This design comes from an exercise in tuning for small area, a short achievable clock period and few clock cycles on the open sky130 flow, not from production work. RTL that was checked went through simulation tests only; none was proved equivalent to the original. For runs 1, 2, 5 and 6, only the layout was checked, not whether the RTL still works. Power and IR drop assume default switching activity.

<file path="design/flow/design.v">
`timescale 1ns/10ps
module huffman(clk,
               reset,
               gray_valid,
               gray_data,
               CNT_valid,
               CNT1,
               CNT2,
               CNT3,
               CNT4,
               CNT5,
               CNT6,
               code_valid,
               HC1,
               HC2,
               HC3,
               HC4,
               HC5,
               HC6,
               M1,
               M2,
               M3,
               M4,
               M5,
               M6);
    input clk;
    input reset;
    input gray_valid;
    input [7:0] gray_data;
    output reg CNT_valid;
    output [7:0] CNT1, CNT2, CNT3, CNT4, CNT5, CNT6;
    output reg code_valid;
    output [7:0] HC1, HC2, HC3, HC4, HC5, HC6;
    output [7:0] M1, M2, M3, M4, M5, M6;
    reg gv_d;
    reg run;                 
    reg ph;                  
    reg [4:0] swr;           
    reg mg;                  
    reg lst;                 
    reg [6:0] cnt [0:5];
    reg [2:0] pos [0:5];
    reg [4:0] hc  [0:5];
    reg [4:0] mk  [0:5];
    wire [4:0] gt;
    wire [4:0] sw;
    genvar g;
    generate
        for (g = 0; g < 5; g = g + 1) begin : cmp
            assign gt[g] = cnt[g] > cnt[g+1];
            if (g == 0) begin : f
                assign sw[g] = gt[g];
            end else begin : n
                assign sw[g] = gt[g] & ~gt[g-1];
            end
        end
    endgenerate
    wire decide = CNT_valid | (run & ~ph);
    wire two_left = ~|{pos[0][2:1], pos[1][2:1], pos[2][2:1],
                       pos[3][2:1], pos[4][2:1], pos[5][2:1]};
    wire [6:0] sum = cnt[0] + cnt[1];
    always @(posedge clk) begin
        if (reset) begin
            gv_d       <= 1'b0;
            CNT_valid  <= 1'b0;
            run        <= 1'b0;
            ph         <= 1'b0;
            swr        <= 5'd0;
            mg         <= 1'b0;
            lst        <= 1'b0;
            code_valid <= 1'b0;
        end else begin
            gv_d       <= gray_valid;
            CNT_valid  <= gv_d & ~gray_valid;
            run        <= (CNT_valid | run) & ~lst;
            ph         <= decide;
            swr        <= decide ? sw : 5'd0;
            mg         <= decide & ~|gt;
            lst        <= decide & ~|gt & two_left;
            code_valid <= lst;
        end
    end
    integer i;
    always @(posedge clk) begin
        for (i = 0; i < 6; i = i + 1) begin
            if (reset || lst)
                cnt[i] <= 7'd0;
            else if (mg) begin
                if (i == 0)
                    cnt[i] <= sum;
                else if (i == 5)
                    cnt[i] <= 7'h7f;
                else
                    cnt[i] <= cnt[(i+1)%6];
            end else if (i < 5 && swr[i%5])
                cnt[i] <= cnt[(i+1)%6];
            else if (i > 0 && swr[(i+4)%5])
                cnt[i] <= cnt[(i+5)%6];
            else if (gray_valid && gray_data == 6 - i)
                cnt[i] <= cnt[i] + 7'd1;
        end
    end
    function [5:0] jdec(input [2:0] p);
        jdec = {p[2] & ~p[1], p[1] & ~p[0], p[2] & p[0],
                ~p[2] & p[1], ~p[1] & p[0], ~p[2] & ~p[0]};
    endfunction
    always @(posedge clk) begin
        for (i = 0; i < 6; i = i + 1) begin
            if (gray_valid) begin
                pos[i] <= (i == 0) ? 3'b100 : (i == 1) ? 3'b110 :
                          (i == 2) ? 3'b111 : (i == 3) ? 3'b011 :
                          (i == 4) ? 3'b001 : 3'b000;
                hc[i]  <= 5'd0;
                mk[i]  <= 5'd0;
            end else if (mg) begin
                if (~pos[i][2] & ~pos[i][1]) begin
                    pos[i] <= 3'b000;
                    mk[i] <= {mk[i][3:0], 1'b1};
                    if (~pos[i][0])
                        hc[i] <= hc[i] | (~mk[i] & {mk[i][3:0], 1'b1});
                end else
                    pos[i] <= {~pos[i][0], pos[i][2], pos[i][1]};
            end else if (|(jdec(pos[i]) & {1'b0, swr}))
                pos[i] <= {pos[i][1], pos[i][0], ~pos[i][2]};
            else if (|(jdec(pos[i]) & {swr, 1'b0}))
                pos[i] <= {~pos[i][0], pos[i][2], pos[i][1]};
        end
    end
    assign CNT1 = {1'b0, cnt[5]};
    assign CNT2 = {1'b0, cnt[4]};
    assign CNT3 = {1'b0, cnt[3]};
    assign CNT4 = {1'b0, cnt[2]};
    assign CNT5 = {1'b0, cnt[1]};
    assign CNT6 = {1'b0, cnt[0]};
    assign HC1 = {3'b0, hc[0]};
    assign HC2 = {3'b0, hc[1]};
    assign HC3 = {3'b0, hc[2]};
    assign HC4 = {3'b0, hc[3]};
    assign HC5 = {3'b0, hc[4]};
    assign HC6 = {3'b0, hc[5]};
    assign M1 = {3'b0, mk[0]};
    assign M2 = {3'b0, mk[1]};
    assign M3 = {3'b0, mk[2]};
    assign M4 = {3'b0, mk[3]};
    assign M5 = {3'b0, mk[4]};
    assign M6 = {3'b0, mk[5]};
endmodule
</file>
<file path="design/flow/run.sh">
#!/bin/bash
# synth_recipe.tcl (not shown) runs the flow's synth.tcl, then flattens the netlist and writes it again
# the make line also repeats each setting of config.mk as NAME=value (left out here)
make -C /OpenROAD-flow-scripts/flow DESIGN_CONFIG=/design/flow/config.mk WORK_HOME=/design/flow/orfs CLKGATE_MAP_FILE= SYNTH_SCRIPT=/design/flow/synth_recipe.tcl finish
</file>
<file path="design/flow/config.mk">
export PLATFORM = sky130hd
export DESIGN_NAME = huffman
export DESIGN_NICKNAME = huffman
export VERILOG_FILES = /design/flow/design.v
export SDC_FILE = /design/flow/constraint.sdc
export NUM_CORES = 4
export LEC_CHECK = 0
export ABC_CLOCK_PERIOD_IN_PS = 2500
export CAP_MARGIN = 20
export CORE_MARGIN = 2
export CORE_UTILIZATION = 50
export SETUP_SLACK_MARGIN = 3.5
export SLEW_MARGIN = 20
</file>
<file path="design/flow/constraint.sdc">
create_clock -name core_clock -period 6.0 [get_ports {clk}]
set_input_delay 1.2000 -clock core_clock [delete_from_list [all_inputs] [get_ports {clk}]]
set_output_delay 1.2000 -clock core_clock [all_outputs]
set_load 0.01 [all_outputs]
</file>
==> flow_metrics.tcl, run 1 <==
set metrics [dict create \
    synth_top_family_by_area "compound AO/OA/AOI/OAI gates" \
    avgViaCountPerCell 5.562 \
    cpMaxStageDelayCell "clkdlybuf4s50_1" \
    synth_fa_ha_area_share_pct 7.333 \
    clockBufferDepth 2 \
    vias 7676 \
    wl_per_cell_um 16.13 \
    critPathKind "register to output pin" \
    grt_max_degree 77 \
    place.gp.congestion 0.8383 \
    ir_drop_v 0.0004094 \
    yosysWarnings 5 \
    max_freq_ghz 0.3911 \
    hp-class "register to register" \
    hold_path_end "CNT_valid$_SDFF_PP0_" \
    r2r_setup_slack_ns 3.77 \
    crit_path_end_kind "output pin" \
    grt_pass1_vias 6872 \
    synth_xor_xnor_area_share_pct 3.063 \
    synth_flop_cell "dfxtp_1" \
    ioPinCount 157 \
    cts.clk_slew.worst_paths_ns 0.06 \
    reg2reg_depth 5 \
    tns_ns 0 \
    synth_most_common_cell "nor2_1" \
    path_delay_family "buffers and inverters" \
    syn2layout_area_growth_pct 24.34 \
    floorplan.die.width_um 132.8 \
    post_synth_and_or_nand_nor_area_fraction_pct 20.22 \
    synth-compound-area-share_pct 22.59 \
    htreeDepth 4 \
    power_leakage_nw 4.691 \
    grt_pass1_wl_mm 35.91 \
    syn_inst 1064 \
    synth-edff-count 0 \
    p_per_area_nw_per_um2 460.6 \
    cp-start-kind "register" \
    finalClockSkew_ns 0.01248 \
    synth_area_um2 8293 \
    drc_errors 0 \
    rr_endpoint "hc[1][3]$_SDFFE_PP0P_" \
    dp_hpwl_mm 14.54 \
    fillCellCount 1514 \
    slew_headroom_pct 29.32 \
    drtIter0Drc 556 \
    synth_area_leaders "dfxtp_1, ha_1, nor2_1" \
    synth_top_area_share_pct 31.86 \
    grt.total_usage_pct 24.84 \
    avgSynthCellArea_um2 7.794 \
    ant_nets 0 \
    finalHoldViolCount 0 \
    cp_max_fo 6 \
    fin_crit_ns 2.557 \
    ys_types 75 \
    cts_tree "built" \
    synth_commonest_cells "nor2_1, dfxtp_1, a21oi_1, inv_1, nand2_1" \
    synth-seq-cells 132 \
    nNetsFinal 1207 \
    path_cells "clkdlybuf4s50_1" \
    setup_viol 0 \
    timing.rr.start "mg$_SDFF_PP0_" \
    slowest_delay_ns 0.55 \
    coreArea_um2 16410 \
    max-cap-violations 0 \
    cts.sinks 132 \
    min_from "gv_d$_SDFF_PP0_" \
    synth.largest_area_cell "dfxtp_1" \
    synthMuxAreaShare_pct 4.119 \
    initial_core_util_pct 50.55 \
    dr.pass1.iters 5 \
    overflow 0 \
    period_share_pct 42.62 \
    clock_latency_ns 0.42 \
    cp_num_buf_inv 1 \
    die_area_um2 17630 \
    status "no timing/DRC/antenna violations" \
    fp.dieH_um 132.8 \
    drv_slew 0 \
    antenna_found_initial 0 \
    rows 47 \
    seq_area_frac_synth_pct 31.86 \
    drive_gt1_share_pct 11.64 \
    whs_path_depth 1 \
    rsz0062_at_grt "true" \
    cp.required_ns 4.80 \
    antenna_cells 0 \
    async_reset_ff_share_pct 0 \
    routed_wl_mm 22.27 \
    cp.arrival_ns 1.36 \
    tightest_slew_ns 1.059 \
    port_buffers 114 \
    cts-root-buf "clkbuf_16" \
    cts_buffers 17 \
    post-route-util_pct 62.85 \
]
-- worst max-delay path by stage --
| stage | startpoint | to | depth (start not counted) | slack, ns |
|---|---|---|---|---|
| finish | cnt[0][6]$_SDFFE_PP0P_ | CNT6[6] | 1 | 3.44 |
| global route | cnt[0][6]$_SDFFE_PP0P_ | CNT6[6] | 1 | 3.41 |
| CTS | cnt[0][6]$_SDFFE_PP0P_ | CNT6[6] | 1 | 3.35 |
| detailed placement | gray_data[3] | cnt[2][1]$_SDFFE_PP0P_ | 6 | 2.53 |
| global placement | gray_data[3] | cnt[0][3]$_SDFFE_PP0P_ | 6 | 2.57 |
| floorplan | gray_data[3] | cnt[1][0]$_SDFFE_PP0P_ | 6 | 3.51 |
-- layout by cell type (no fill, tap or decap), types with 11 or more instances in the layout --
| cell | count |
|---|---|
| a211oi_1 | 14 |
| a21oi_1 | 93 |
| a31oi_1 | 32 |
| clkbuf_16 | 18 |
| conb_1 | 42 |
| dfxtp_1 | 92 |
| dfxtp_2 | 15 |
| dfxtp_4 | 25 |
| dlygate4sd2_1 | 88 |
| dlymetal6s2s_1 | 21 |
| ha_1 | 47 |
| inv_1 | 79 |
| mux2i_1 | 33 |
| nand2_1 | 59 |
| nand2b_1 | 12 |
| nand3_1 | 28 |
| nor2_1 | 131 |
| nor3_1 | 19 |
| nor4_1 | 11 |
| o211ai_1 | 11 |
| o21ai_0 | 55 |
| xnor2_1 | 27 |
-- layout make-up --
class / count / area (um^2) / share of cell area [%]
Clock inverter: 12 / 153.9 / 1.493
Clock buffer: 19 / 452.9 / 4.393
Multi-Input combinational cell: 788 / 5092 / 49.39
Inverter: 80 / 300.3 / 2.912
Timing Repair Buffer: 129 / 1281 / 12.43
Sequential cell: 132 / 2755 / 26.72
Tap cell: 220 / 275.3 / 2.670
-- kinds of logic after synthesis --
logic type,Yosys count
multiplexers,34
adder cells (fa/ha/maj),48
other,1
flip-flops,132
AO/OA/AOI/OAI,292
AND/OR/NAND/NOR,342
buffers and inverters,186
XOR/XNOR,29
-- layer usage --
| metal | part of all wire [%] | up-vias | global-route usage [%] |
|---|---|---|---|
| li1 | - | 3868 | - |
| met1 | 49 | 3600 | 35.17 |
| met2 | 46 | 191 | 39.00 |
| met3 | 4.6 | 17 | 4.713 |
| met4 | 1.1 | 0 | 6.272 |
| met5 | 0 | - | 0 |
-- power breakdown --
part	switching (mW)	internal, mW	total [mW]	leakage, nW
Sequential	0.376	1.07	1.45	1.09
Clock	0.401	0.673	1.07	0.291
Combinational	1.23	0.991	2.22	3.31
Total	2.01	2.74	4.75	4.69
-- state kept, by name, indices dropped and copies added, names as in the netlist --
name / flops
cnt: 42
hc: 30
mk: 30
pos: 18
swr: 5
CNT_valid: 1
code_valid: 1
gv_d: 1
lst: 1
mg: 1
ph: 1
run: 1
-- per-stage QoR --
step                      power, mW  instance area [um^2]  worst slack (ns)  std cells  hold slack (ns)
final                         4.749                 10310             3.443       1380           0.4552
after floorplan               2.861                  8447             3.507       1105           0.4270
after global placement        3.539                  9298             2.567       1337           0.4402
after global routing          5.086                 10310             3.407       1380           0.4655
after CTS                     4.722                 10170             3.355       1375           0.4589
after detailed placement      3.550                  9298             2.533       1337           0.4475
-- what timing repair did --
action,4_1_cts,5_1_grt
hold buffers,0,0
endpoints found under the setup margin,163,49
setup buffers,6,3
gates cloned,1,2
pin swaps,4,9
endpoints found under the hold margin,0,0
gates resized for setup,180,31
==> inputs of run 2 (changes only) <==
--- a/design/flow/config.mk
+++ b/design/flow/config.mk
@@ -7,3 +7,3 @@
 export LEC_CHECK = 0
-export ABC_CLOCK_PERIOD_IN_PS = 2500
+export ABC_CLOCK_PERIOD_IN_PS = 2000
 export CAP_MARGIN = 20
@@ -11,3 +11,3 @@
 export CORE_UTILIZATION = 50
-export SETUP_SLACK_MARGIN = 3.5
+export SETUP_SLACK_MARGIN = 4.0
 export SLEW_MARGIN = 20
==> run 2 against run 1 <==
Clock-buffer cell count unchanged. Utilization increased by 8.6 points. First-iteration DRC count increased by 17%. Critical path depth increased by 9. Die area unchanged. Worst hold slack got worse by 0.0041 ns. Maximum frequency increased by 11%. Clock power decreased by 7%. Synthesized cell count unchanged. Worst setup slack improved by 0.25 ns. Routed wire length increased by 13%. Synthesized area unchanged. Critical path type is now input pin to register.
==> flow_metrics.tcl, run 2 <==
set metrics [dict create \
    cpMaxStageDelayCell "nor4b_4" \
    grt.total_usage_pct 27.29 \
    cp_num_buf_inv 5 \
    max-cap-violations 0 \
    floorplan.die.width_um 132.8 \
    synth.largest_area_cell "dfxtp_1" \
    place_ws_ns 2.651 \
    cts_tree "built" \
    cts.clk_slew.worst_paths_ns 0.06 \
    cts-root-buf "clkbuf_16" \
    drc_errors 0 \
    ant_nets 0 \
    tightest_slew_ns 0.9102 \
    cp-start-kind "input pin" \
    vias 8388 \
    final_common_cell "nor2_1" \
    reg_top3 "cnt (42), hc (30), mk (30)" \
    cp_max_fo 6 \
    hold_path_end "CNT_valid$_SDFF_PP0_" \
    avgSynthCellArea_um2 7.794 \
    avgViaCountPerCell 5.668 \
    seq_area_frac_synth_pct 31.86 \
    synth-edff-count 0 \
    syn_inst 1064 \
    p_per_area_nw_per_um2 480.6 \
    fin_crit_ns 2.305 \
    tns_ns 0 \
    synth_flop_cell "dfxtp_1" \
    ys_types 75 \
    reg2reg_depth 7 \
    max_freq_ghz 0.4339 \
    slowest_delay_ns 0.26 \
    dp_hpwl_mm 14.52 \
    synth_commonest_cells "nor2_1, dfxtp_1, a21oi_1, inv_1, nand2_1" \
    grt_pass1_vias 7494 \
    hp-class "register to register" \
    initial_core_util_pct 50.55 \
    total_power_mw 5.631 \
    period_share_pct 38.41 \
    yosysWarnings 5 \
    nNetsFinal 1307 \
    crit_path_end_kind "register" \
    cts_buffers 17 \
    antenna_found_initial 0 \
    min_from "gv_d$_SDFF_PP0_" \
    cp.arrival_ns 2.64 \
    fillCellCount 1314 \
    coreArea_um2 16410 \
    grt_pass1_wl_mm 38.81 \
    power_leakage_nw 4.849 \
    synth_area_leaders "dfxtp_1, ha_1, nor2_1" \
    drtIter0Drc 651 \
    clockBufferDepth 2 \
    post-route-util_pct 71.42 \
    fp.dieH_um 132.8 \
    antenna_cells 0 \
    whs_path_depth 1 \
    setup_viol 0 \
    die_area_um2 17630 \
    synth-seq-cells 132 \
    grt_max_degree 77 \
    rsz0062_at_grt "true" \
    largest_reg_flops 42 \
    async_reset_ff_share_pct 0 \
    routed_wl_mm 25.17 \
    finalHoldViolCount 0 \
    synth_most_common_cell "nor2_1" \
    dr.pass1.iters 5 \
    overflow 0 \
    clock_latency_ns 0.42 \
    drv_slew 0 \
    finalClockSkew_ns 0.007376 \
    cp_common_cell "buf_6" \
    place.gp.congestion 0.8213 \
    status "no timing/DRC/antenna violations" \
    regMostFlops "cnt" \
    slew_headroom_pct 39.25 \
    path_delay_family "buffers and inverters" \
    port_buffers 114 \
    rr_endpoint "cnt[1][0]$_SDFFE_PP0P_" \
    htreeDepth 4 \
    path_cells "buf_6 -> nor4b_4 -> buf_4 -> nand3b_1 -> buf_6 -> o211ai_4 -> buf_6 -> buf_16 -> nor2_2 -> nor3_2" \
    mostFrequentLayoutCells "nor2_1, buf_6, buf_4" \
    cts.sinks 132 \
    ir_drop_v 0.0007363 \
    r2r_setup_slack_ns 3.91 \
    cp.required_ns 6.34 \
    wl_per_cell_um 17.00 \
    synth_area_um2 8293 \
    layout_setup_ws_ns 3.695 \
    syn2layout_area_growth_pct 41.29 \
    ioPinCount 157 \
    critPathKind "input pin to register" \
    synth_top_area_share_pct 31.86 \
    timing.rr.start "mg$_SDFF_PP0_" \
    drive_gt1_share_pct 37.14 \
    rows 47 \
]
## run 2: worst register-to-register path, stage by stage, from the launching register on
cell and delay [ns]:
dfxtp_2 0.41, buf_4 0.30, or2_2 0.42, nor2_1 0.21, o31ai_4 0.13, buf_12 0.15, or2_2 0.27, a21oi_1 0.13
## run 2: kinds of logic (layout without fill, tap and decap cells)
logic type      Yosys count  count (layout)  share of synthesized area [%]
compound gates          292             294                          22.59
xor+xnor                 29              29                          3.063
fa+ha+maj                48              48                          7.332
buf+inv                 186             337                          10.77
flops                   132             132                          31.86
mux                      34              34                          4.119
other cells               1              42                        0.04522
simple gates            342             344                          20.22
## run 2: worst max-delay path by stage
stage | from | endpoint | slack (ns) | depth (start not counted)
finish | gray_data[5] | cnt[4][5]$_SDFFE_PP0P_ | 3.70 | 10
global route | gray_data[5] | cnt[4][5]$_SDFFE_PP0P_ | 3.65 | 10
CTS | gray_data[3] | cnt[4][1]$_SDFFE_PP0P_ | 3.74 | 9
detailed placement | gray_data[4] | cnt[4][1]$_SDFFE_PP0P_ | 2.65 | 6
global placement | gray_data[4] | cnt[4][1]$_SDFFE_PP0P_ | 2.66 | 6
floorplan | gray_data[4] | cnt[1][0]$_SDFFE_PP0P_ | 3.53 | 6
## run 2: area by class of cell
class / count / area, um^2 / area share [%]
clock inverters: 12 / 106.4 / 0.9076
multi-input cells: 791 / 5393 / 46.02
inverters: 80 / 307.8 / 2.627
flip-flops and latches: 132 / 2883 / 24.60
clock buffers: 19 / 452.9 / 3.865
well taps: 220 / 275.3 / 2.349
repair buffers: 226 / 2300 / 19.63
## run 2: power breakdown
part	switching [mW]	internal, mW	total (mW)
Sequential	0.223	1.09	1.31
Combinational	1.79	1.54	3.33
Clock	0.403	0.589	0.992
Total	2.41	3.22	5.63
## run 2: timing repair
| item | in CTS | in global routing |
|---|---|---|
| setup endpoints to repair | 205 | 182 |
| setup buffers | 86 | 17 |
| gates resized for setup | 751 | 62 |
| pin swaps | 36 | 25 |
| hold buffers | 0 | 0 |
| cloned | 7 | 0 |
## run 2: metal layers
metal	vias to the layer above	GRT usage, %	routed length [um]
li1	4078	-	-
met1	3951	36.62	11230
met2	313	43.01	11760
met3	46	6.437	1632
met4	0	9.677	540
met5	-	0	0
## run 2: per-stage QoR
step,instance area (um^2),cells,hold WS [ns]
2_1_floorplan,8526,1105,0.4270
3_3_place_gp,9366,1339,0.4381
3_5_place_dp,9366,1339,0.4479
4_1_cts,11320,1463,0.4543
5_1_grt,11720,1480,0.4684
6_report,11720,1480,0.4511
==> inputs of run 3 (changes only) <==
--- a/design/flow/design.v
+++ b/design/flow/design.v
@@ -40,2 +40,3 @@
     reg lst;                 
+    reg lsw;                 
     reg [6:0] cnt [0:5];
@@ -57,3 +58,4 @@
     endgenerate
-    wire decide = CNT_valid | (run & ~ph);
+    wire start = gv_d & ~gray_valid;
+    wire decide = start | (run & ~ph);
     wire two_left = ~|{pos[0][2:1], pos[1][2:1], pos[2][2:1],
@@ -70,2 +72,3 @@
             lst        <= 1'b0;
+            lsw        <= 1'b0;
             code_valid <= 1'b0;
@@ -73,8 +76,9 @@
             gv_d       <= gray_valid;
-            CNT_valid  <= gv_d & ~gray_valid;
-            run        <= (CNT_valid | run) & ~lst;
+            CNT_valid  <= start;
+            run        <= (start | run) & ~lst;
             ph         <= decide;
-            swr        <= decide ? sw : 5'd0;
-            mg         <= decide & ~|gt;
-            lst        <= decide & ~|gt & two_left;
+            swr        <= (decide & ~two_left) ? sw : 5'd0;
+            mg         <= decide & (~|gt | two_left);
+            lst        <= decide & two_left;
+            lsw        <= gt[0];
             code_valid <= lst;
@@ -118,3 +122,3 @@
                     mk[i] <= {mk[i][3:0], 1'b1};
-                    if (~pos[i][0])
+                    if (pos[i][0] == (lst & lsw))
                         hc[i] <= hc[i] | (~mk[i] & {mk[i][3:0], 1'b1});
--- a/design/flow/config.mk
+++ b/design/flow/config.mk
@@ -7,3 +7,3 @@
 export LEC_CHECK = 0
-export ABC_CLOCK_PERIOD_IN_PS = 2000
+export ABC_CLOCK_PERIOD_IN_PS = 2500
 export CAP_MARGIN = 20
@@ -11,3 +11,3 @@
 export CORE_UTILIZATION = 50
-export SETUP_SLACK_MARGIN = 4.0
+export SETUP_SLACK_MARGIN = 3.5
 export SLEW_MARGIN = 20
==> run 3 against run 2 <==
Synthesized cell count grew 0.47%. Synthesized area fell by 1.7%. Clock-buffer cell count is 1 lower. Critical path depth shrank 4. Worst hold slack improved by 0.0025 ns. Register-to-register slack worse by 0.15 ns. Non-clock buffer count shrank 93. Via count down 9.8%. Sequential power rose by 11%. Clock power rose by 6%. Power fell by 13%. Sequential share of layout area is 3.0 points higher.
==> flow_metrics.tcl, run 3 <==
set metrics [dict create \
    grt_pass1_vias 6826 \
    post-route-util_pct 63.70 \
    drv_slew 0 \
    largest_reg_flops 42 \
    synth_area_leaders "dfxtp_1, ha_1, nor2_1" \
    tightest_slew_ns 1.022 \
    hp-class "register to register" \
    synthMuxAreaShare_pct 4.053 \
    layout_setup_ws_ns 3.386 \
    crit_path_end_kind "register" \
    async_reset_ff_share_pct 0 \
    timing.hold.ws_ns 0.4537 \
    drive_gt1_share_pct 11.85 \
    post_synth_and_or_nand_nor_area_fraction_pct 19.13 \
    synth_fa_ha_area_share_pct 7.462 \
    coreArea_um2 15890 \
    synth-seq-cells 133 \
    ir_drop_v 0.0003952 \
    r2r_setup_slack_ns 3.76 \
    p_per_area_nw_per_um2 484.6 \
    synth_flop_cell "dfxtp_1" \
    routed_wl_mm 21.31 \
    cp.arrival_ns 2.91 \
    max_freq_ghz 0.3826 \
    drtIter0Drc 421 \
    reg_top3 "cnt (42), hc (30), mk (30)" \
    synth_most_common_cell "nor2_1" \
    synth_xor_xnor_area_share_pct 4.622 \
    grt.total_usage_pct 24.33 \
    place_ws_ns 2.506 \
    cp.required_ns 6.30 \
    ys_types 68 \
    power_leakage_nw 4.467 \
    dp_hpwl_mm 14.34 \
    port_buffers 114 \
    finalHoldViolCount 0 \
    wl_per_cell_um 15.34 \
    cts_hold_buf 0 \
    initial_core_util_pct 51.30 \
    fp.dieH_um 131.7 \
    grt_max_degree 80 \
    grt_pass1_wl_mm 34.61 \
    critPathKind "input pin to register" \
    floorplan.die.width_um 131.7 \
    seq_area_frac_synth_pct 32.67 \
    drc_errors 0 \
    rsz0062_at_grt "true" \
    final_common_cell "nor2_1" \
    synth_top_family_by_area "compound AO/OA/AOI/OAI gates" \
    vias 7563 \
    clock_latency_ns 0.43 \
    setup_viol 0 \
    mostFrequentLayoutCells "nor2_1, dlygate4sd2_1, dfxtp_1" \
    fin_crit_ns 2.614 \
    synth-compound-area-share_pct 21.07 \
    avgSynthCellArea_um2 7.623 \
    cts_tree "built" \
    cp_max_fo 6 \
    ant_nets 0 \
    fillCellCount 1457 \
    regMostFlops "cnt" \
    synth_area_um2 8149 \
    slew_headroom_pct 31.37 \
    cts.sinks 133 \
    max-cap-violations 0 \
    avgViaCountPerCell 5.445 \
    dr.pass1.iters 5 \
    syn2layout_area_growth_pct 24.17 \
    rows 46 \
    synth_top_area_share_pct 32.67 \
    synth.largest_area_cell "dfxtp_1" \
    antenna_found_initial 0 \
    cts-root-buf "clkbuf_16" \
    status "no timing/DRC/antenna violations" \
    cp-start-kind "input pin" \
    finalClockSkew_ns 0.007942 \
    cts.clk_slew.worst_paths_ns 0.06 \
    place.gp.congestion 0.8637 \
    cts_buffers 17 \
    die_area_um2 17340 \
    synth-edff-count 0 \
    tns_ns 0 \
    antenna_cells 0 \
    clockBufferDepth 2 \
    ioPinCount 157 \
    nNetsFinal 1219 \
    overflow 0 \
    syn_inst 1069 \
    htreeDepth 4 \
    synth_commonest_cells "nor2_1, dfxtp_1, inv_1, nand2_1, a21oi_1" \
    yosysWarnings 5 \
    period_share_pct 43.56 \
]
==> run 3: cell count changes after synthesis, sizes merged, moves of 10 or more <==
cell	previous run	this run
a21oi	93	76
a31oi	33	43
and2	0	10
buf	66	54
nand2	59	83
nor2	135	147
nor4	18	3
==> run 3: stage by stage <==
stage	power [mW]	instances	instance area (um^2)
4_1_cts	4.858	1388	10000
3_3_place_gp	3.609	1342	9211
2_1_floorplan	3.026	1110	8354
3_5_place_dp	3.626	1342	9211
5_1_grt	5.296	1389	10120
6_report	4.903	1389	10120
==> run 3: logic make-up after synthesis <==
family                     count (synthesis)
adders and majority gates                 48
AOI/OAI and AO/OA                        274
muxes                                     33
buffers and inverters                    192
DFF                                      133
xor gates and xnor gates                  43
and+or+nand+nor                          345
other                                      1
==> run 3: worst max-delay path, cell delays in order <==
cell	delay, ns
buf_6	0.09
or4b_4	0.53
or2_4	0.27
or3_4	0.43
a21oi_4	0.29
a21oi_1	0.10
==> run 3: area by class of cell <==
class                           count  area (um^2)  area share [%]
Clock inverter                     14        165.2           1.632
Clock buffer                       18        429.2           4.241
Multi-Input combinational cell    786         4913           48.56
Timing Repair Buffer              133         1209           11.95
Inverter                           89        337.8           3.339
Sequential cell                   133         2794           27.61
Tap cell                          216        270.3           2.671
==> run 3: where the power goes <==
group | switching, mW | total [mW] | internal [mW] | leakage [nW]
combinational | 1.33 | 2.39 | 1.07 | 3.08
clock | 0.428 | 1.05 | 0.624 | 0.285
sequential | 0.376 | 1.46 | 1.08 | 1.11
total | 2.13 | 4.90 | 2.77 | 4.47
==> run 3: layer usage <==
| layer | wire length, um | share of wire [%] | GRT usage [%] |
|---|---|---|---|
| met5 | 0 | 0 | 0 |
| met1 | 9760 | 46 | 32.70 |
| met2 | 9973 | 47 | 39.30 |
| met3 | 1346 | 6.3 | 5.093 |
| met4 | 226 | 1.1 | 7.246 |
==> run 3: worst paths after layout <==
check,to,start,cells past startpoint
hold / removal,run$_SDFF_PP0_,run$_SDFF_PP0_,2
setup / recovery,cnt[5][4]$_SDFFE_PP0P_,gray_data[3],6
hold reg to reg,run$_SDFF_PP0_,run$_SDFF_PP0_,2
setup reg to reg,cnt[2][1]$_SDFFE_PP0P_,swr[2]$_SDFF_PP0_,7
==> run 3: timing repair <==
action,in CTS,in global routing
setup buffers,12,1
gates resized for setup,205,27
cloned,2,0
endpoints found under the setup margin,148,45
pin swaps,13,12
Testbench counts of run 3, summed over its fixed seeds: cycles 24,688.
==> inputs of run 4 (changes only) <==
==> design/flow/flow/run.sh (new file) <==
#!/bin/bash
# Standard layout, with plain buffers on the ports.
set -o pipefail
export BUFFER_PORTS_ARGS="-buffer_cell sky130_fd_sc_hd__buf_2"
cp standard.sh synth_recipe.tcl config.mk flow/ 2>/dev/null
bash standard.sh 2>&1 | tee standard.log
==> design/flow/flow/synth_recipe.tcl (new file) <==
proc synth {args} { yosys synth -nofsm -noshare {*}$args }
source $::env(SCRIPTS_DIR)/synth.tcl
# left out here: clear keep_hierarchy, flatten, clean up, hide names made inside functions, write 1_2_yosys.v
==> design/flow/flow/config.mk (new file) <==
export PLATFORM = sky130hd
export DESIGN_NAME = huffman
export DESIGN_NICKNAME = bench
export VERILOG_FILES = /design/flow/design.v
export SDC_FILE = /design/flow/constraint.sdc
export NUM_CORES = 4
export LEC_CHECK = 0
export ABC_CLOCK_PERIOD_IN_PS = 2500
export CAP_MARGIN = 20
export CORE_MARGIN = 2
export CORE_UTILIZATION = 50
export SETUP_SLACK_MARGIN = 3.5
export SLEW_MARGIN = 20
==> design/flow/flow/standard.sh (new file) <==
#!/bin/bash
# The standard flow's own layout of this design, on the ORFS make targets given (by default finish). After
# finish it leaves the final layout's DEF at /design/flow/out/final.def.
set -euo pipefail
make -C /OpenROAD-flow-scripts/flow DESIGN_CONFIG=/design/flow/config.mk WORK_HOME=/design/flow/orfs CLKGATE_MAP_FILE= SYNTH_SCRIPT=/design/flow/synth_recipe.tcl ABC_CLOCK_PERIOD_IN_PS=2500 CAP_MARGIN=20 CORE_MARGIN=2 CORE_UTILIZATION=50 SETUP_SLACK_MARGIN=3.5 SLEW_MARGIN=20 "${@:-finish}"
if [[ -f /design/flow/orfs/results/sky130hd/huffman/base/6_final.odb ]]; then
  : # left out here: write the final layout as DEF
fi
==> design/flow/standard.sh (new file) <==
#!/bin/bash
# synth_recipe.tcl (not shown) runs the flow's synth.tcl, then flattens the netlist and writes it again
# the make line also repeats each setting of config.mk as NAME=value (left out here)
make -C /OpenROAD-flow-scripts/flow DESIGN_CONFIG=/design/flow/config.mk WORK_HOME=/design/flow/orfs CLKGATE_MAP_FILE= SYNTH_SCRIPT=/design/flow/synth_recipe.tcl "${@:-finish}"
removed: design/flow/run.sh
==> run 4 against run 3 <==
Sequential power shrank 3%. Final cell count shrank 0.58%. Synthesized area stayed put. Highest routed layer unchanged. Largest power group unchanged. Clock skew is 0.00054 ns higher.
==> flow_metrics.tcl, run 4 <==
set metrics [dict create \
    status "no timing/DRC/antenna violations" \
    cp-start-kind "input pin" \
    fin_crit_ns 2.608 \
    fp.dieH_um 131.7 \
    cp.required_ns 6.29 \
    grt_pass1_wl_mm 34.07 \
    post-route-util_pct 59.38 \
    synth_flop_cell "dfxtp_1" \
    wl_per_cell_um 14.88 \
    floorplan.die.width_um 131.7 \
    timing.hold.ws_ns 0.4548 \
    fillCellCount 1554 \
    stdcell_area_um2 9433 \
    antenna_found_initial 0 \
    r2r_setup_slack_ns 3.73 \
    drtIter0Drc 398 \
    period_share_pct 43.46 \
    finalClockSkew_ns 0.008486 \
    cp.arrival_ns 2.90 \
    dp_hpwl_mm 14.13 \
    cts-root-buf "clkbuf_16" \
    synth_top_area_share_pct 32.67 \
    dr.pass1.iters 5 \
    cts_hold_buf 0 \
    port_buffers 114 \
    antenna_cells 0 \
    cp_num_buf_inv 1 \
    yosysWarnings 5 \
    syn2layout_area_growth_pct 15.75 \
    regMostFlops "cnt" \
    max-cap-violations 0 \
    die_area_um2 17340 \
    cts.clk_slew.worst_paths_ns 0.06 \
    drv_slew 0 \
    slowest_delay_ns 0.56 \
    max_freq_ghz 0.3835 \
    rsz0062_at_grt "true" \
    ys_types 68 \
    ir_drop_v 0.0004558 \
    critPathKind "input pin to register" \
    place_area_um2 8638 \
    htreeDepth 4 \
    drive_gt1_share_pct 17.25 \
    reg_top3 "cnt (42), hc (30), mk (30)" \
    wl_met3_mm 1.128 \
    largest_reg_flops 42 \
    layout_setup_ws_ns 3.392 \
    synth-edff-count 0 \
    path_cells "buf_6 -> or4b_4 -> or2_4 -> or3_4 -> a21oi_4 -> a21oi_1" \
    synth_commonest_cells "nor2_1, dfxtp_1, inv_1, nand2_1, a21oi_1" \
    path_delay_family "simple AND/OR/NAND/NOR gates" \
    finalHoldViolCount 0 \
    clock_latency_ns 0.42 \
    power_leakage_nw 4.060 \
    synth-seq-cells 133 \
    hp-class "register to register" \
    routed_wl_mm 20.55 \
    clockBufferDepth 2 \
    grt.total_usage_pct 23.82 \
    final_common_cell "nor2_1" \
    cts.sinks 133 \
    coreArea_um2 15890 \
    crit_path_end_kind "register" \
    tightest_slew_ns 1.051 \
    rows 46 \
    wl_met2_mm 9.245 \
    overflow 0 \
    drc_errors 0 \
    ioPinCount 157 \
    synth_area_um2 8149 \
    syn_inst 1069 \
    vias 7454 \
    avgViaCountPerCell 5.398 \
    initial_core_util_pct 51.30 \
    multiInputGateArea_um2 4863 \
    async_reset_ff_share_pct 0 \
    nNetsFinal 1212 \
    seqCellArea_um2 2671 \
    slew_headroom_pct 29.39 \
    wl_met1_mm 9.880 \
    cpMaxStageDelayCell "or4b_4" \
    cts_buffers 17 \
    avgSynthCellArea_um2 7.623 \
    mostFrequentLayoutCells "nor2_1, dfxtp_1, buf_2" \
    p_per_area_nw_per_um2 502.4 \
    place.gp.congestion 0.8274 \
    grt_pass1_vias 6806 \
    ant_nets 0 \
    grt_max_degree 80 \
    setup_viol 0 \
    synth_area_leaders "dfxtp_1, ha_1, nor2_1" \
    tns_ns 0 \
    place_ws_ns 2.786 \
    cts_tree "built" \
    cp_max_fo 6 \
    top_layer_used "met4" \
    synth.largest_area_cell "dfxtp_1" \
    seq_area_frac_synth_pct 32.67 \
    synth_most_common_cell "nor2_1" \
]
[run 4: cell counts after synthesis]
Identical to the previous run, type by type.
[run 4: power by group]
part | switching (mW) | internal, mW | total [mW] | leakage, nW
clock network | 0.397 | 0.661 | 1.06 | 0.296
registers | 0.383 | 1.04 | 1.42 | 1.08
logic | 1.29 | 0.965 | 2.26 | 2.69
total | 2.08 | 2.66 | 4.74 | 4.06
[run 4: worst reg2reg max path: cells and delay by family, from the launching register on]
family	cells	cell delay [ns]
DFF	1	0.30
and+or+nand+nor	1	0.39
AOI/OAI and AO/OA	3	0.80
buffers and inverters	1	0.66
[run 4: kinds of logic after synthesis]
kind of cell,synth area share (%)
AO/OA/AOI/OAI,21.07
XOR/XNOR,4.622
adder cells (fa/ha/maj),7.462
buffers and inverters,10.95
flip-flops,32.67
multiplexers,4.053
other,0.04602
AND/OR/NAND/NOR,19.13
[run 4: what timing repair did]
item / in CTS / in global routing
pin swaps: 7 / 11
setup buffers: 8 / 0
endpoints found under the setup margin: 47 / 53
resized for setup: 12 / 24
[run 4: path summary, 6_finish.rpt]
kind / endpoint / from / depth (start not counted)
max: cnt[5][6]$_SDFFE_PP0P_ / gray_data[4] / 6
min: run$_SDFF_PP0_ / run$_SDFF_PP0_ / 2
max reg2reg: cnt[4][0]$_SDFFE_PP0P_ / mg$_SDFF_PP0_ / 5
min reg2reg: run$_SDFF_PP0_ / run$_SDFF_PP0_ / 2
[run 4: layer usage]
layer  GRT usage [%]  up-vias
met5               0        -
met4           7.971        0
met3           5.324       25
met2           37.55      209
met1           32.22     3431
li1                -     3789
[run 4: final cells by class]
cell class	instances	share of cell area, %
Multi-Input combinational cell	785	51.56
Sequential cell	133	28.32
Timing Repair Buffer	127	7.348
Clock buffer	18	4.656
Inverter	89	3.581
Tap cell	216	2.865
Clock inverter	13	1.671
[run 4: metrics by stage]
stage,cells,total power [mW]
floorplan,1110,3.026
global placement,1341,3.526
detailed placement,1341,3.541
CTS,1380,4.699
global route,1381,5.135
finish,1381,4.739
==> inputs of run 5 (changes only) <==
--- a/design/flow/design.v
+++ b/design/flow/design.v
@@ -44,3 +44,3 @@
     reg [4:0] hc  [0:5];
-    reg [4:0] mk  [0:5];
+    reg [2:0] ln  [0:5];     
     wire [4:0] gt;
@@ -86,3 +86,21 @@
     end
+    reg [6:0] eng [0:5];
     integer i;
+    always @(*) begin
+        for (i = 0; i < 6; i = i + 1) begin
+            if (mg) begin
+                if (i == 0)
+                    eng[i] = sum;
+                else if (i == 5)
+                    eng[i] = 7'h7f;
+                else
+                    eng[i] = cnt[(i+1)%6];
+            end else if (i < 5 && swr[i%5])
+                eng[i] = cnt[(i+1)%6];
+            else if (i > 0 && swr[(i+4)%5])
+                eng[i] = cnt[(i+5)%6];
+            else
+                eng[i] = cnt[i];
+        end
+    end
     always @(posedge clk) begin
@@ -91,15 +109,6 @@
                 cnt[i] <= 7'd0;
-            else if (mg) begin
-                if (i == 0)
-                    cnt[i] <= sum;
-                else if (i == 5)
-                    cnt[i] <= 7'h7f;
-                else
-                    cnt[i] <= cnt[(i+1)%6];
-            end else if (i < 5 && swr[i%5])
-                cnt[i] <= cnt[(i+1)%6];
-            else if (i > 0 && swr[(i+4)%5])
-                cnt[i] <= cnt[(i+5)%6];
             else if (gray_valid && gray_data == 6 - i)
                 cnt[i] <= cnt[i] + 7'd1;
+            else
+                cnt[i] <= eng[i];
         end
@@ -117,3 +126,3 @@
                 hc[i]  <= 5'd0;
-                mk[i]  <= 5'd0;
+                ln[i]  <= 3'b000;
             end else if (mg) begin
@@ -121,5 +130,5 @@
                     pos[i] <= 3'b000;
-                    mk[i] <= {mk[i][3:0], 1'b1};
+                    ln[i] <= {ln[i][1], ln[i][0], ~ln[i][2]};
                     if (pos[i][0] == (lst & lsw))
-                        hc[i] <= hc[i] | (~mk[i] & {mk[i][3:0], 1'b1});
+                        hc[i] <= hc[i] | jdec(ln[i]);
                 end else
@@ -144,8 +153,8 @@
     assign HC6 = {3'b0, hc[5]};
-    assign M1 = {3'b0, mk[0]};
-    assign M2 = {3'b0, mk[1]};
-    assign M3 = {3'b0, mk[2]};
-    assign M4 = {3'b0, mk[3]};
-    assign M5 = {3'b0, mk[4]};
-    assign M6 = {3'b0, mk[5]};
+    assign M1 = {3'b0, ln[0][2] & ~ln[0][1], ln[0][2] & ~ln[0][0], ln[0][2], ln[0][2] | ln[0][1], ln[0][2] | ln[0][0]};
+    assign M2 = {3'b0, ln[1][2] & ~ln[1][1], ln[1][2] & ~ln[1][0], ln[1][2], ln[1][2] | ln[1][1], ln[1][2] | ln[1][0]};
+    assign M3 = {3'b0, ln[2][2] & ~ln[2][1], ln[2][2] & ~ln[2][0], ln[2][2], ln[2][2] | ln[2][1], ln[2][2] | ln[2][0]};
+    assign M4 = {3'b0, ln[3][2] & ~ln[3][1], ln[3][2] & ~ln[3][0], ln[3][2], ln[3][2] | ln[3][1], ln[3][2] | ln[3][0]};
+    assign M5 = {3'b0, ln[4][2] & ~ln[4][1], ln[4][2] & ~ln[4][0], ln[4][2], ln[4][2] | ln[4][1], ln[4][2] | ln[4][0]};
+    assign M6 = {3'b0, ln[5][2] & ~ln[5][1], ln[5][2] & ~ln[5][0], ln[5][2], ln[5][2] | ln[5][1], ln[5][2] | ln[5][0]};
 endmodule
==> design/flow/flow/run.sh (replaced) <==
#!/bin/bash
# The standard layout (standard.sh) with two changes:
#  - ports are buffered with a small plain buffer instead of a delay buffer;
#  - clock tree synthesis inserts no dummy loads.
# Each tool's full output stays in orfs/logs; this script's own output goes
# to standard.log.
set -o pipefail
export BUFFER_PORTS_ARGS="-buffer_cell ${PORT_BUF:-sky130_fd_sc_hd__buf_1}"
export CTS_ARGS="-sink_clustering_enable -repair_clock_nets -dont_use_dummy_load ${CTS_EXTRA:--buf_list sky130_fd_sc_hd__clkbuf_8 -root_buf sky130_fd_sc_hd__clkbuf_16}"
bash standard.sh > standard.log 2>&1
removed: design/flow/flow/synth_recipe.tcl
removed: design/flow/flow/config.mk
removed: design/flow/flow/standard.sh
==> run 5 against run 4 <==
Still clean on timing, DRC and antenna. Sequential share of layout area decreased by 0.78 points. First-iteration DRC count increased by 16%. Via count increased by 3.5%. Sequential power decreased by about 20%. Maximum frequency decreased by 2.5%. Power decreased by 32%. Final cell count decreased by 1.4%. Worst setup slack got worse by 0.066 ns. Combinational power decreased by 32%. Largest power group unchanged.
==> flow_metrics.tcl, run 5 <==
set metrics [dict create \
    synth_most_common_cell "nor2_1" \
    ant_nets 0 \
    drv_slew 0 \
    cp_num_buf_inv 3 \
    setup_viol 0 \
    routed_wl_mm 21.43 \
    ir_drop_v 0.0003608 \
    synth_commonest_cells "nor2_1, dfxtp_1, inv_1, nand2_1, a21oi_1" \
    stdcell_area_um2 8815 \
    place.gp.congestion 0.8862 \
    synth_top_area_share_pct 30.80 \
    synth_flop_cell "dfxtp_1" \
    min_from "run$_SDFF_PP0_" \
    top_layer_used "met4" \
    cts_hold_buf 0 \
    async_reset_ff_share_pct 0 \
    port_buffers 114 \
    wl_per_cell_um 15.73 \
    drc_errors 0 \
    setup.worst_path.start "gray_data[6]" \
    ioPinCount 157 \
    wl_met1_mm 9.848 \
    fp.dieH_um 129.4 \
    reg2reg_depth 7 \
    synth-seq-cells 121 \
    largest_reg_flops 42 \
    cts.clk_slew.worst_paths_ns 0.05 \
    timing.rr.start "cnt[0][2]$_SDFFE_PP0P_" \
    syn_inst 1055 \
    drtIter0Drc 463 \
    grt_pass1_vias 6790 \
    clock_latency_ns 0.37 \
    synth.largest_area_cell "dfxtp_1" \
    grt_max_degree 48 \
    status "no timing/DRC/antenna violations" \
    coreArea_um2 15310 \
    reg_top3 "cnt (42), hc (30)" \
    power_leakage_nw 3.436 \
    antenna_found_initial 0 \
    slowest_delay_ns 0.56 \
    whs_path_depth 2 \
    rr_endpoint "cnt[0][6]$_SDFFE_PP0P_" \
    final_common_cell "nor2_1" \
    floorplan.die.width_um 129.4 \
    r2r_setup_slack_ns 3.70 \
    initial_core_util_pct 51.36 \
    fin_crit_ns 2.674 \
    finalClockSkew_ns 0.02193 \
    synth-edff-count 0 \
    seq_area_frac_synth_pct 30.80 \
    max_freq_ghz 0.3740 \
    layout_setup_ws_ns 3.326 \
    timing.hold.ws_ns 0.4564 \
    dp_hpwl_mm 14.92 \
    ys_types 60 \
    synth_area_leaders "dfxtp_1, ha_1, nor2_1" \
    critPathKind "input pin to register" \
    avgViaCountPerCell 5.663 \
    synth_area_um2 7865 \
    mostFrequentLayoutCells "nor2_1, dfxtp_1, buf_1" \
    regMostFlops "cnt" \
    rsz0062_at_grt "true" \
    tightest_slew_ns 0.8431 \
    cts_tree "built" \
    yosysWarnings 6 \
    cp.arrival_ns 2.87 \
    crit_path_end_kind "register" \
    cts.sinks 121 \
    cp_max_fo 8 \
    hp-class "register to register" \
    drive_gt1_share_pct 7.993 \
    path_cells "buf_6 -> or4_4 -> or4_4 -> buf_6 -> buf_4 -> a21oi_2 -> a211oi_1" \
    p_per_area_nw_per_um2 365.2 \
    cts_buffers 17 \
    cpMaxStageDelayCell "or4_4" \
    vias 7713 \
    period_share_pct 44.56 \
    rows 45 \
    finalHoldViolCount 0 \
    grt_pass1_wl_mm 34.33 \
    place_area_um2 8224 \
    overflow 0 \
    syn2layout_area_growth_pct 12.07 \
    htreeDepth 4 \
    avgSynthCellArea_um2 7.455 \
    die_area_um2 16750 \
    clockBufferDepth 2 \
    tns_ns 0 \
    cts-root-buf "clkbuf_16" \
    slew_headroom_pct 43.73 \
    wl_met3_mm 1.216 \
    cp.required_ns 6.20 \
    grt.total_usage_pct 25.49 \
    nNetsFinal 1212 \
    dr.pass1.iters 5 \
    antenna_cells 0 \
    hold_path_end "run$_SDFF_PP0_" \
    wl_met2_mm 9.941 \
    path_delay_family "simple AND/OR/NAND/NOR gates" \
    cp-start-kind "input pin" \
    max-cap-violations 0 \
    place_ws_ns 2.519 \
]
[run 5: metrics by stage]
| stage | power, mW | instances | util, % |
|---|---|---|---|
| after floorplan | 2.273 | 1096 | - |
| after CTS | 3.200 | 1354 | 56.63 |
| after global placement | 2.622 | 1323 | 53.70 |
| final | 3.219 | 1362 | 57.56 |
| after global routing | 3.508 | 1362 | 57.56 |
| after detailed placement | 2.617 | 1323 | 53.70 |
[run 5: kinds of logic after synthesis]
logic type | synth area share [%]
buffers and inverters | 10.95
muxes | 2.561
other | 0.04768
DFF | 30.80
AOI/OAI and AO/OA | 23.26
xor gates and xnor gates | 1.448
and+or+nand+nor | 23.21
adders and majority gates | 7.731
[run 5: layout make-up]
cell class | count | area, um^2
multi-input cells | 797 | 4908
fillers | 1570 | 6500
flip-flops and latches | 121 | 2427
well taps | 211 | 264.0
clock buffers | 17 | 245.2
repair buffers | 140 | 684.4
inverters | 76 | 285.3
[run 5: tightest hold or removal path, delay by kind of cell, from the launching register on]
kind	cells	cell delay, ns
AO/OA/AOI/OAI	1	0.05
flip-flops	1	0.31
buffers and inverters	1	0.05
[run 5: where the power goes]
part           total (mW)  switching (mW)  internal (mW)
Clock               0.543           0.277          0.266
Sequential           1.13           0.230          0.903
Combinational        1.54           0.913          0.630
Total                3.22            1.42           1.80
[run 5: how the worst max path moves through the flow]
stage / endpoint / slack (ns) / cells after the start
6_report: cnt[1][0]$_SDFFE_PP0P_ / 3.33 / 7
5_1_grt: cnt[1][0]$_SDFFE_PP0P_ / 3.30 / 7
4_1_cts: cnt[1][3]$_SDFFE_PP0P_ / 3.30 / 8
3_5_place_dp: cnt[2][2]$_SDFFE_PP0P_ / 2.52 / 7
3_3_place_gp: cnt[2][2]$_SDFFE_PP0P_ / 2.60 / 7
2_1_floorplan: cnt[1][2]$_SDFFE_PP0P_ / 3.16 / 6
[run 5: metal layers]
metal  vias to the layer above  global-route usage, %
li1                       3862                      -
met1                      3590                  34.46
met2                       226                  41.11
met3                        35                  5.367
met4                         0                  7.653
met5                         -                      0
[run 5: repair_timing]
action | CTS | global route
buffers inserted | 14 | 8
pin swaps | 12 | 14
resized for setup | 27 | 23
endpoints found under the setup margin | 46 | 37
==> inputs of run 6 (changes only) <==
--- a/design/flow/flow/run.sh
+++ b/design/flow/flow/run.sh
@@ -8,3 +8,3 @@
 export BUFFER_PORTS_ARGS="-buffer_cell ${PORT_BUF:-sky130_fd_sc_hd__buf_1}"
-export CTS_ARGS="-sink_clustering_enable -repair_clock_nets -dont_use_dummy_load ${CTS_EXTRA:--buf_list sky130_fd_sc_hd__clkbuf_8 -root_buf sky130_fd_sc_hd__clkbuf_16}"
+export CTS_ARGS="-sink_clustering_enable -repair_clock_nets -dont_use_dummy_load ${CTS_EXTRA:-}"
 bash standard.sh > standard.log 2>&1
==> run 6 against run 5 <==
Non-clock buffer count down 2. Via count down 0.19%. Power grew 7.8%. Die area did not move. Synthesized area is the same. Maximum frequency is 2.2% higher. Critical path type unchanged.
==> flow_metrics.tcl, run 6 <==
set metrics [dict create \
    finalClockSkew_ns 0.02080 \
    clock_power_share_pct 23.1 \
    regMostFlops "cnt" \
    tns_ns 0 \
    wl_met1_mm 9.888 \
    clockBufferDepth 2 \
    floorplan.die.width_um 129.4 \
    cts-root-buf "clkbuf_16" \
    dr.pass1.iters 6 \
    wl_met2_mm 10.03 \
    critPathKind "input pin to register" \
    crit_path_end_kind "register" \
    seqCellArea_um2 2427 \
    synth_top_area_share_pct 30.80 \
    synth_area_um2 7865 \
    drv_slew 0 \
    reg_top3 "cnt (42), hc (30)" \
    seq_area_frac_synth_pct 30.80 \
    status "no timing/DRC/antenna violations" \
    power_leakage_nw 3.503 \
    initial_core_util_pct 51.36 \
    cts_hold_buf 0 \
    slew_headroom_pct 43.77 \
    max_freq_ghz 0.3822 \
    antenna_found_initial 0 \
    ir_drop_v 0.0003473 \
    grt.total_usage_pct 25.72 \
    largest_reg_flops 42 \
    drive_gt1_share_pct 7.833 \
    wl_per_cell_um 15.77 \
    wl_met3_mm 1.265 \
    dp_hpwl_mm 14.92 \
    fillCellCount 1558 \
    yosysWarnings 6 \
    tightest_slew_ns 0.8426 \
    vias 7698 \
    syn2layout_area_growth_pct 13.98 \
    nNetsFinal 1210 \
    grt_pass1_vias 6828 \
    overflow 0 \
    place.gp.congestion 0.8862 \
    cts.sinks 121 \
    combPwrFrac_pct 44.3 \
    antenna_cells 0 \
    final_common_cell "nor2_1" \
    synth_commonest_cells "nor2_1, dfxtp_1, inv_1, nand2_1, a21oi_1" \
    drc_errors 0 \
    mostFrequentLayoutCells "nor2_1, dfxtp_1, buf_1" \
    timing.hold.ws_ns 0.4541 \
    synth_flop_cell "dfxtp_1" \
    cts.clk_slew.worst_paths_ns 0.05 \
    avgSynthCellArea_um2 7.455 \
    pwr-share-seq_pct 32.6 \
    p_switching_mw 1.457 \
    ys_types 60 \
    ioPinCount 157 \
    cts_buffers 17 \
    clock_latency_ns 0.42 \
    synth_area_leaders "dfxtp_1, ha_1, nor2_1" \
    r2r_setup_slack_ns 3.69 \
    max-cap-violations 0 \
    fp.dieH_um 129.4 \
    drtIter0Drc 453 \
    synth-edff-count 0 \
    coreArea_um2 15310 \
    cp.arrival_ns 2.87 \
    htreeDepth 4 \
    cp-start-kind "input pin" \
    p_sw_share_pct 41.97 \
    period_share_pct 43.61 \
    cts_tree "built" \
    cp.required_ns 6.25 \
    synth_most_common_cell "nor2_1" \
    hp-class "register to register" \
    grt_pass1_wl_mm 34.45 \
    top_layer_used "met4" \
    port_buffers 114 \
    routed_wl_mm 21.45 \
    synth-seq-cells 121 \
    syn_inst 1055 \
    p_per_area_nw_per_um2 387.2 \
    p_int_mw 2.014 \
    multiInputGateArea_um2 4897 \
    fin_crit_ns 2.617 \
    cp_max_fo 8 \
    grt_max_degree 48 \
    async_reset_ff_share_pct 0 \
    rows 45 \
    setup_viol 0 \
    finalHoldViolCount 0 \
    avgViaCountPerCell 5.660 \
    ant_nets 0 \
    die_area_um2 16750 \
    rsz0062_at_grt "true" \
    synth.largest_area_cell "dfxtp_1" \
]
## run 6: path summary, 6_finish.rpt
| path | start | to | cells past startpoint |
|---|---|---|---|
| hold reg to reg | run$_SDFF_PP0_ | run$_SDFF_PP0_ | 2 |
| setup reg to reg | cnt[1][4]$_SDFFE_PP0P_ | mg$_SDFF_PP0_ | 7 |
| setup / recovery | gray_data[6] | cnt[1][0]$_SDFFE_PP0P_ | 7 |
| hold / removal | run$_SDFF_PP0_ | run$_SDFF_PP0_ | 2 |
## run 6: layout make-up
type	instances	area share, %
Multi-Input combinational cell	797	54.63
Sequential cell	121	27.08
Inverter	76	3.182
Timing Repair Buffer	138	7.425
Clock buffer	17	4.745
Tap cell	211	2.945
## run 6: critical path, stage by stage
cell and delay (ns):
buf_6 0.10, or4_4 0.53, or4_4 0.56, buf_6 0.18, buf_4 0.14, a21oi_2 0.10
a211oi_1 0.05
## run 6: power by group through the flow
stage,clock (mW),sequential (mW),combinational [mW]
6_report,0.802,1.13,1.54
5_1_grt,0.861,1.15,1.74
4_1_cts,0.819,1.13,1.51
3_5_place_dp,0,1.14,1.48
3_3_place_gp,0,1.14,1.48
2_1_floorplan,0,1.03,1.24
## run 6: cell families (layout without fill, tap and decap cells)
group           count (synthesis)  in the layout  share of synthesized area [%]
buf+inv                       178            231                          10.95
other cells                     1             42                        0.04768
flops                         121            121                          30.80
compound gates                290            290                          23.26
simple gates                  384            384                          23.21
xor+xnor                       13             13                          1.448
fa+ha+maj                      48             48                          7.731
mux                            20             20                          2.561
## run 6: what timing repair did
item | CTS | global route
resized for setup | 23 | 25
endpoints found under the setup margin | 41 | 37
pin swaps | 11 | 14
buffers inserted | 13 | 7
## run 6: routing by layer
metal | global-route usage [%] | vias up
li1 | - | 3853
met3 | 5.285 | 22
met5 | 0 | -
met4 | 8.159 | 0
met1 | 34.73 | 3584
met2 | 41.42 | 239
## run 6: per-stage QoR
stage | worst slack [ns] | power (mW) | utilization (%) | cell area, um^2 | cells
2_1_floorplan | 3.157 | 2.273 | - | 8094 | 1096
3_3_place_gp | 2.598 | 2.622 | 53.70 | 8224 | 1323
3_5_place_dp | 2.519 | 2.617 | 53.70 | 8224 | 1323
4_1_cts | 3.357 | 3.451 | 57.72 | 8840 | 1353
5_1_grt | 3.353 | 3.758 | 58.54 | 8965 | 1360
6_report | 3.383 | 3.471 | 58.54 | 8965 | 1360
==> inputs of run 7 (changes only) <==
--- a/design/flow/design.v
+++ b/design/flow/design.v
@@ -34,3 +34,4 @@
     output [7:0] M1, M2, M3, M4, M5, M6;
-    reg gv_d;
+    reg gv_d, gv_dd;
+    reg [2:0] lvl;           
     reg run;                 
@@ -58,3 +59,3 @@
     endgenerate
-    wire start = gv_d & ~gray_valid;
+    wire start = gv_dd & ~gv_d;
     wire decide = start | (run & ~ph);
@@ -66,2 +67,3 @@
             gv_d       <= 1'b0;
+            gv_dd      <= 1'b0;
             CNT_valid  <= 1'b0;
@@ -76,2 +78,3 @@
             gv_d       <= gray_valid;
+            gv_dd      <= gv_d;
             CNT_valid  <= start;
@@ -106,2 +109,8 @@
     always @(posedge clk) begin
+        if (gray_valid && gray_data >= 8'd1 && gray_data <= 8'd6)
+            lvl <= gray_data[2:0];
+        else
+            lvl <= 3'd0;
+    end
+    always @(posedge clk) begin
         for (i = 0; i < 6; i = i + 1) begin
@@ -109,3 +118,3 @@
                 cnt[i] <= 7'd0;
-            else if (gray_valid && gray_data == 6 - i)
+            else if (lvl == 6 - i)
                 cnt[i] <= cnt[i] + 7'd1;
==> run 7 against run 6 <==
Non-clock buffer count shrank 21. Clock skew shrank 0.0040 ns. Flip-flop and latch count grew 4. Still clean on timing, DRC and antenna. Routed wire length shrank 2.7%. Worst hold slack gained 0.0046 ns.
==> flow_metrics.tcl, run 7 <==
set metrics [dict create \
    status "no timing/DRC/antenna violations" \
    drv_slew 0 \
    critPathKind "register to output pin" \
    cp-start-kind "register" \
    drtIter0Drc 433 \
    cp_max_fo 6 \
    cp.required_ns 4.80 \
    synth-edff-count 0 \
    slew_headroom_pct 42.57 \
    synth-compound-area-share_pct 22.70 \
    ys_types 73 \
    crit_path_end "M4[3]" \
    finalClockSkew_ns 0.01680 \
    die_area_um2 17060 \
    synth.largest_area_cell "dfxtp_1" \
    grtUsageMet3_pct 4.194 \
    setup_viol 0 \
    p_switching_mw 1.329 \
    cp.arrival_ns 1.20 \
    initial_core_util_pct 50.82 \
    synth_top_area_share_pct 31.23 \
    syn_inst 1073 \
    dr.pass1.iters 5 \
    syn2layout_area_growth_pct 8.712 \
    rsz0062_at_grt "false" \
    routed_wl_mm 20.87 \
    min_from "hc[2][3]$_SDFFE_PP0P_" \
    p_per_area_nw_per_um2 374.3 \
    combPwrFrac_pct 39.1 \
    slowest_delay_ns 0.39 \
    r2r_setup_slack_ns 3.72 \
    seq_area_frac_synth_pct 31.23 \
    grt_use_met1_pct 34.74 \
    power_leakage_nw 3.356 \
    max-cap-violations 0 \
    path_cells "inv_1 -> nor2_1 -> buf_1" \
    fillCellCount 1670 \
    clockBufferDepth 2 \
    cpMaxStageDelayCell "dfxtp_1" \
    coreArea_um2 15770 \
    post_synth_and_or_nand_nor_area_fraction_pct 23.67 \
    whs_path_depth 2 \
    finalHoldViolCount 0 \
    nNetsFinal 1204 \
    grt_max_degree 74 \
    cts_hold_buf 0 \
    port_buffers 114 \
    synth_area_leaders "dfxtp_1, ha_1, nor2_1" \
    grt.total_usage_pct 24.66 \
    synth_most_common_cell "nor2_1" \
    overflow 0 \
    rr_endpoint "cnt[3][1]$_SDFFE_PP0P_" \
    cts.sinks 125 \
    grt_pass1_wl_mm 33.57 \
    hp-class "register to register" \
    synth-seq-cells 125 \
    antenna_found_initial 0 \
    synth_area_um2 8014 \
    reg2reg_depth 6 \
    clock_latency_ns 0.42 \
    synth_fa_ha_area_share_pct 7.588 \
    async_reset_ff_share_pct 0 \
    mostFrequentLayoutCells "nor2_1, dfxtp_1, buf_1" \
    avgViaCountPerCell 5.599 \
    rows 46 \
    place_area_um2 8284 \
    synth_commonest_cells "nor2_1, dfxtp_1, a21oi_1, nand2_1, inv_1" \
    fin_crit_ns 2.398 \
    timing.hold.ws_ns 0.4587 \
    tightest_slew_ns 0.8614 \
    max_freq_ghz 0.4169 \
    cts_tree "built" \
    p_sw_share_pct 40.74 \
    pwr-share-seq_pct 36.2 \
    synthMuxAreaShare_pct 2.810 \
    grt_busiest_layer "met2" \
    grt_pass1_vias 6536 \
    drive_gt1_share_pct 3.675 \
    place.gp.congestion 0.8529 \
    tns_ns 0 \
    dp_hpwl_mm 14.69 \
    ir_drop_v 0.0002358 \
    period_share_pct 39.97 \
    final_common_cell "nor2_1" \
    reg_top3 "cnt (42), hc (30)" \
    synth_top_family_by_area "simple AND/OR/NAND/NOR gates" \
    largest_reg_flops 42 \
    cts_buffers 17 \
    cts-root-buf "clkbuf_16" \
    use_met2_pct 38.57 \
    setup.worst_path.start "ln[3][2]$_SDFFE_PP0P_" \
    drc_errors 0 \
    fp.dieH_um 130.6 \
    cts.clk_slew.worst_paths_ns 0.05 \
    antenna_cells 0 \
    ant_nets 0 \
    crit_path_end_kind "output pin" \
    floorplan.die.width_um 130.6 \
    wl_per_cell_um 15.36 \
    avgSynthCellArea_um2 7.469 \
    clock_power_share_pct 24.7 \
    synth_xor_xnor_area_share_pct 0.9836 \
    total_power_mw 3.261 \
    regMostFlops "cnt" \
    timing.rr.start "swr[3]$_SDFF_PP0_" \
    htreeDepth 4 \
    ioPinCount 157 \
    p_int_mw 1.932 \
    vias 7609 \
    synth_flop_cell "dfxtp_1" \
    stdcell_area_um2 8712 \
    yosysWarnings 6 \
]
[run 7: critical path: cells and delay by family, from the launching register on]
family | cells | cell delay, ns
buf+inv | 2 | 0.28
flops | 1 | 0.39
simple gates | 1 | 0.11
[run 7: logic make-up after synthesis]
family,count (synthesis)
AOI/OAI and AO/OA,299
xor gates and xnor gates,9
adders and majority gates,48
buffers and inverters,178
DFF,125
muxes,22
other,1
and+or+nand+nor,391
[run 7: worst min path at each step]
stage,end,slack [ns]
floorplan,run$_SDFF_PP0_,0.43
global placement,run$_SDFF_PP0_,0.44
detailed placement,gv_dd$_SDFF_PP0_,0.45
CTS,gv_dd$_SDFF_PP0_,0.46
global route,hc[5][4]$_SDFFE_PP0P_,0.48
finish,hc[2][3]$_SDFFE_PP0P_,0.46
[run 7: final cells by class]
cell class	count	area, um^2	area share [%]
inverters	73	274.0	3.145
multi-input cells	811	4786	54.93
flip-flops and latches	125	2502	28.72
repair buffers	117	454.2	5.213
clock buffers	17	425.4	4.883
well taps	216	270.3	3.102
[run 7: through the flow]
| step | setup slack (ns) | util (%) | cells |
|---|---|---|---|
| floorplan | 3.956 | - | 1114 |
| global placement | 3.395 | 52.53 | 1342 |
| detailed placement | 3.347 | 52.53 | 1342 |
| CTS | 3.576 | 55.23 | 1359 |
| global route | 3.507 | 55.24 | 1359 |
| finish | 3.602 | 55.24 | 1359 |
[run 7: power groups by stage]
| stage | clock, mW | sequential (mW) | combinational, mW |
|---|---|---|---|
| after floorplan | 0 | 1.07 | 1.08 |
| after global placement | 0 | 1.19 | 1.26 |
| after detailed placement | 0 | 1.19 | 1.26 |
| after CTS | 0.823 | 1.18 | 1.27 |
| after global routing | 0.858 | 1.21 | 1.43 |
| final | 0.807 | 1.18 | 1.27 |
[run 7: timing repair]
item                       4_1_cts  5_1_grt
setup endpoints to repair        0        2
buffers inserted                 0        0
gates resized for setup          0        2
[run 7: per-layer routing]
metal / vias to the layer above / part of all wire [%]
li1: 3845 / -
met1: 3505 / 47
met2: 230 / 45
met3: 29 / 5.6
met4: 0 / 1.6
met5: - / 0
Testbench counts of run 7, summed over its fixed seeds: cycles 24,880.

port drivers added, routing unchanged:
The flow's constraints put no driver on any port. The routed layouts listed below were extracted and timed again, unchanged, in two steps.
Step 1 (the two cells are an assumption about what drives the block):
set clk [get_ports {clk}]
set_driving_cell -lib_cell sky130_fd_sc_hd__clkbuf_16 $clk
set_driving_cell -lib_cell sky130_fd_sc_hd__buf_2 [delete_from_list [all_inputs] $clk]
Step 2 moves the port delays by t, midway between the first and last clock arrival at a register: inputs arrive t later, outputs are due t later. That takes back most of the time a late clock gives input paths.
Three values: ideal ports, drivers, drivers and shift; two values: the first two.
run	t, ns	setup WS [ns]	worst setup path after step 2
run 1	0.461	3.443 / 3.401 / 3.049	input to register
run 2	0.460	3.695 / 3.693 / 3.233	input to register
run 3	0.470	3.386 / 3.397 / 2.928	input to register
run 4	0.463	3.392 / 3.406 / 2.944	input to register
run 5	0.398	3.326 / 3.338 / 2.940	input to register
run 6	0.458	3.383 / 3.395 / 2.937	input to register
run 7	0.450	3.602 / 3.560 / 3.349	input to register
After both steps every run listed still meets setup and hold. For run 2, which loses most, drivers alone change the setup slack by -0.002 ns; drivers and shift together by -0.462 ns.
